From an optimization exercise on the open Yosys and OpenROAD flow, aimed at small area; shortcuts taken in it are not production practice. In this exercise RTL edits were held to simulation tests only and were not proved equivalent to the original. Power figures rest on the tool's default switching activity, not on a simulated workload.

Design stopwatch, start of the top module:
module stopwatch(clk, rst, key_reset, key_start_pause, key_display_stop,
 hex0, hex1, hex2, hex3, hex4, hex5, hex6, hex7,
 led0, led1, led2);
	input clk, rst, key_reset, key_start_pause, key_display_stop;
	output [6:0] hex0, hex1, hex2, hex3, hex4, hex5, hex6, hex7;
	output led0, led1, led2;
	reg [3:0] ph;
	wire [3:0] ph_n;
	assign ph_n[0] = (~ph[3] & ph[0]) | (~ph[2] & ~ph[1] & ph[0]) | (ph[3] & ph[1] & ~ph[0]);
	assign ph_n[1] = (~ph[0]);
	assign ph_n[2] = (~ph[1]);
	assign ph_n[3] = (~ph[2]);
	wire smp = (ph[3] & ~ph[1] & ~ph[0]);
	wire ph2 = (~ph[3] & ph[0]);
	wire ph3 = (~ph[2] & ~ph[1] & ph[0]);
	always @(posedge clk)
		if (rst) ph <= 4'b0000;
		else ph <= ph_n;
	reg s_s;
	reg s_d;
	reg s_r;
	reg p_s;
	reg p_d;
	reg p_r;
	reg frz;
	reg run_n;
	wire run = ~run_n;
	always @(posedge clk)
		if (rst) s_s <= 1'b0;
		else if (smp) s_s <= key_start_pause;
	always @(posedge clk)
		if (rst) s_d <= 1'b0;
		else if (smp) s_d <= key_display_stop;
	always @(posedge clk)
		if (rst) s_r <= 1'b0;
		else if (smp) s_r <= key_reset;
	always @(posedge clk)
		if (rst) p_s <= 1'b0;
		else if (smp) p_s <= s_s & ~key_start_pause;
	always @(posedge clk)
		if (rst) p_d <= 1'b0;
		else if (smp) p_d <= s_d & ~key_display_stop;
	always @(posedge clk)
		if (rst) p_r <= 1'b0;
		else if (smp) p_r <= s_r & ~key_reset;
	always @(posedge clk)
		if (rst) frz <= 1'b0;
		else if (ph2) frz <= frz ^ p_d;
	always @(posedge clk)
		if (rst) run_n <= 1'b1;
		else if (ph3) run_n <= ~(run ^ p_s);
	wire clr = ph3 & p_r & ~run;
	reg [1:0] pre;
	wire [1:0] pre_n;
  ...
Size: ~340 cells after synthesis.
Settings: LEC_CHECK=0, ABC_AREA=1, CAP_MARGIN=20, CORE_MARGIN=2, CORE_UTILIZATION=40, CTS_BUF_LIST=sky130_fd_sc_hd__clkbuf_4, SLEW_MARGIN=20; clock period 10.0 ns.
run.sh (not shown) runs the stock make flow with config.mk's settings and CLKGATE_MAP_FILE= SYNTH_SCRIPT=/design/flow/synth_recipe.tcl, a recipe that flattens the netlist after the stock synthesis.
Then changed:
==> flow/flow/run.sh (new file) <==
#!/bin/bash
# Own layout flow: the standard ORFS flow (standard.sh) with these changes
#  - synthesis: the standard flow's synthesis script, but ABC maps for area only (no gate
#    up-sizing or buffering for an assumed load; timing at 10 ns has ample slack)
#    and no half-adder cells are extracted before ABC
#  - port buffers: sky130_fd_sc_hd__buf_1 instead of the resizer's default pick
#  - clock tree: clkbuf_4 buffers and no dummy loads
# Each tool's output goes to the ORFS logs under orfs/logs; make's own output
# goes to flow_make.log.
set -euo pipefail
W=$(pwd)
export BUFFER_PORTS_ARGS="-buffer_cell sky130_fd_sc_hd__buf_1"
export CTS_ARGS="-sink_clustering_enable -repair_clock_nets -buf_list sky130_fd_sc_hd__clkbuf_4 -dont_use_dummy_load -sink_clustering_size 8"
export OWN_ABC_SCRIPT="$W/flow/abc_area_only.script"
export OWN_WORK="$W"
# no half/full adder extraction before ABC: ABC maps that logic as well
export ADDER_MAP_FILE=
sed "s#SYNTH_SCRIPT=[^ ]*#SYNTH_SCRIPT=$W/flow/synth.tcl#" standard.sh > own_standard.sh
grep -q "SYNTH_SCRIPT=$W/flow/synth.tcl" own_standard.sh
bash own_standard.sh > flow_make.log 2>&1
==> flow/flow/abc_area_only.script (new file) <==
strash
dch -f
amap
topo
==> flow/flow/synth.tcl (new file) <==
# The standard flow's synthesis script (synth_recipe.tcl), with ABC's script replaced.
proc abc {args} {
  set i [lsearch -exact $args -script]
  if { $i >= 0 } {
    lset args [expr { $i + 1 }] $::env(OWN_ABC_SCRIPT)
  }
  yosys abc {*}$args
}
source $::env(OWN_WORK)/synth_recipe.tcl
==> flow/standard.sh (new file) <==
#!/bin/bash
# synth_recipe.tcl (not shown) runs the flow's synth.tcl, then flattens the netlist and writes it again
# the make line also repeats each setting of config.mk as NAME=value (left out here)
make -C /OpenROAD-flow-scripts/flow DESIGN_CONFIG=/design/flow/config.mk WORK_HOME=/design/flow/orfs CLKGATE_MAP_FILE= SYNTH_SCRIPT=/design/flow/synth_recipe.tcl "${@:-finish}"
Settings changed: CTS_BUF_LIST sky130_fd_sc_hd__clkbuf_4 to not set.
removed: flow/run.sh
Result:
- The new run finished clean
- utilization decreases by 7.1 points
- worst setup slack degrades by 1.2 ns
- clock power fell by well over a third
- final area shrinks by about a fifth
- global-route usage came out lower by 0.74 points
- maximum frequency came out lower by about a fifth
- count of clock-buffer cells in the layout is lower by 2
- die area went down by roughly a tenth
- sequential cell count is unchanged
- cell count drops by about a fifth
- register-to-register slack got worse by 4.2 ns

==> afterwards: timing with drivers on the ports <==
The results above use ideal ports. As a check the final layouts listed here were re-extracted and re-timed, cells and wires unchanged.
Step 1 assumes that a clkbuf_16 drives the clock port and a buf_2 every other input.
Step 2 also shifts input and output timing later by t, the mid clock arrival at the registers, as if the neighbouring blocks saw the same clock.
Slacks: ideal ports / drivers / drivers and shift; pairs: ideal ports / drivers.
run | shift t [ns] | setup slack, ns | worst hold slack (ns) | worst setup path after step 2
the first run | 0.430 | 4.982 / 4.962 / 4.962 | 0.427 / 0.427 / 0.427 | input to output
the second run | 0.413 | 3.807 / 3.807 / 3.807 | 0.401 / 0.401 / 0.401 | register to register
After both steps setup and hold are still met in every run listed. For the first run, which loses most, drivers alone change the setup slack by -0.020 ns; drivers and shift together by -0.020 ns.
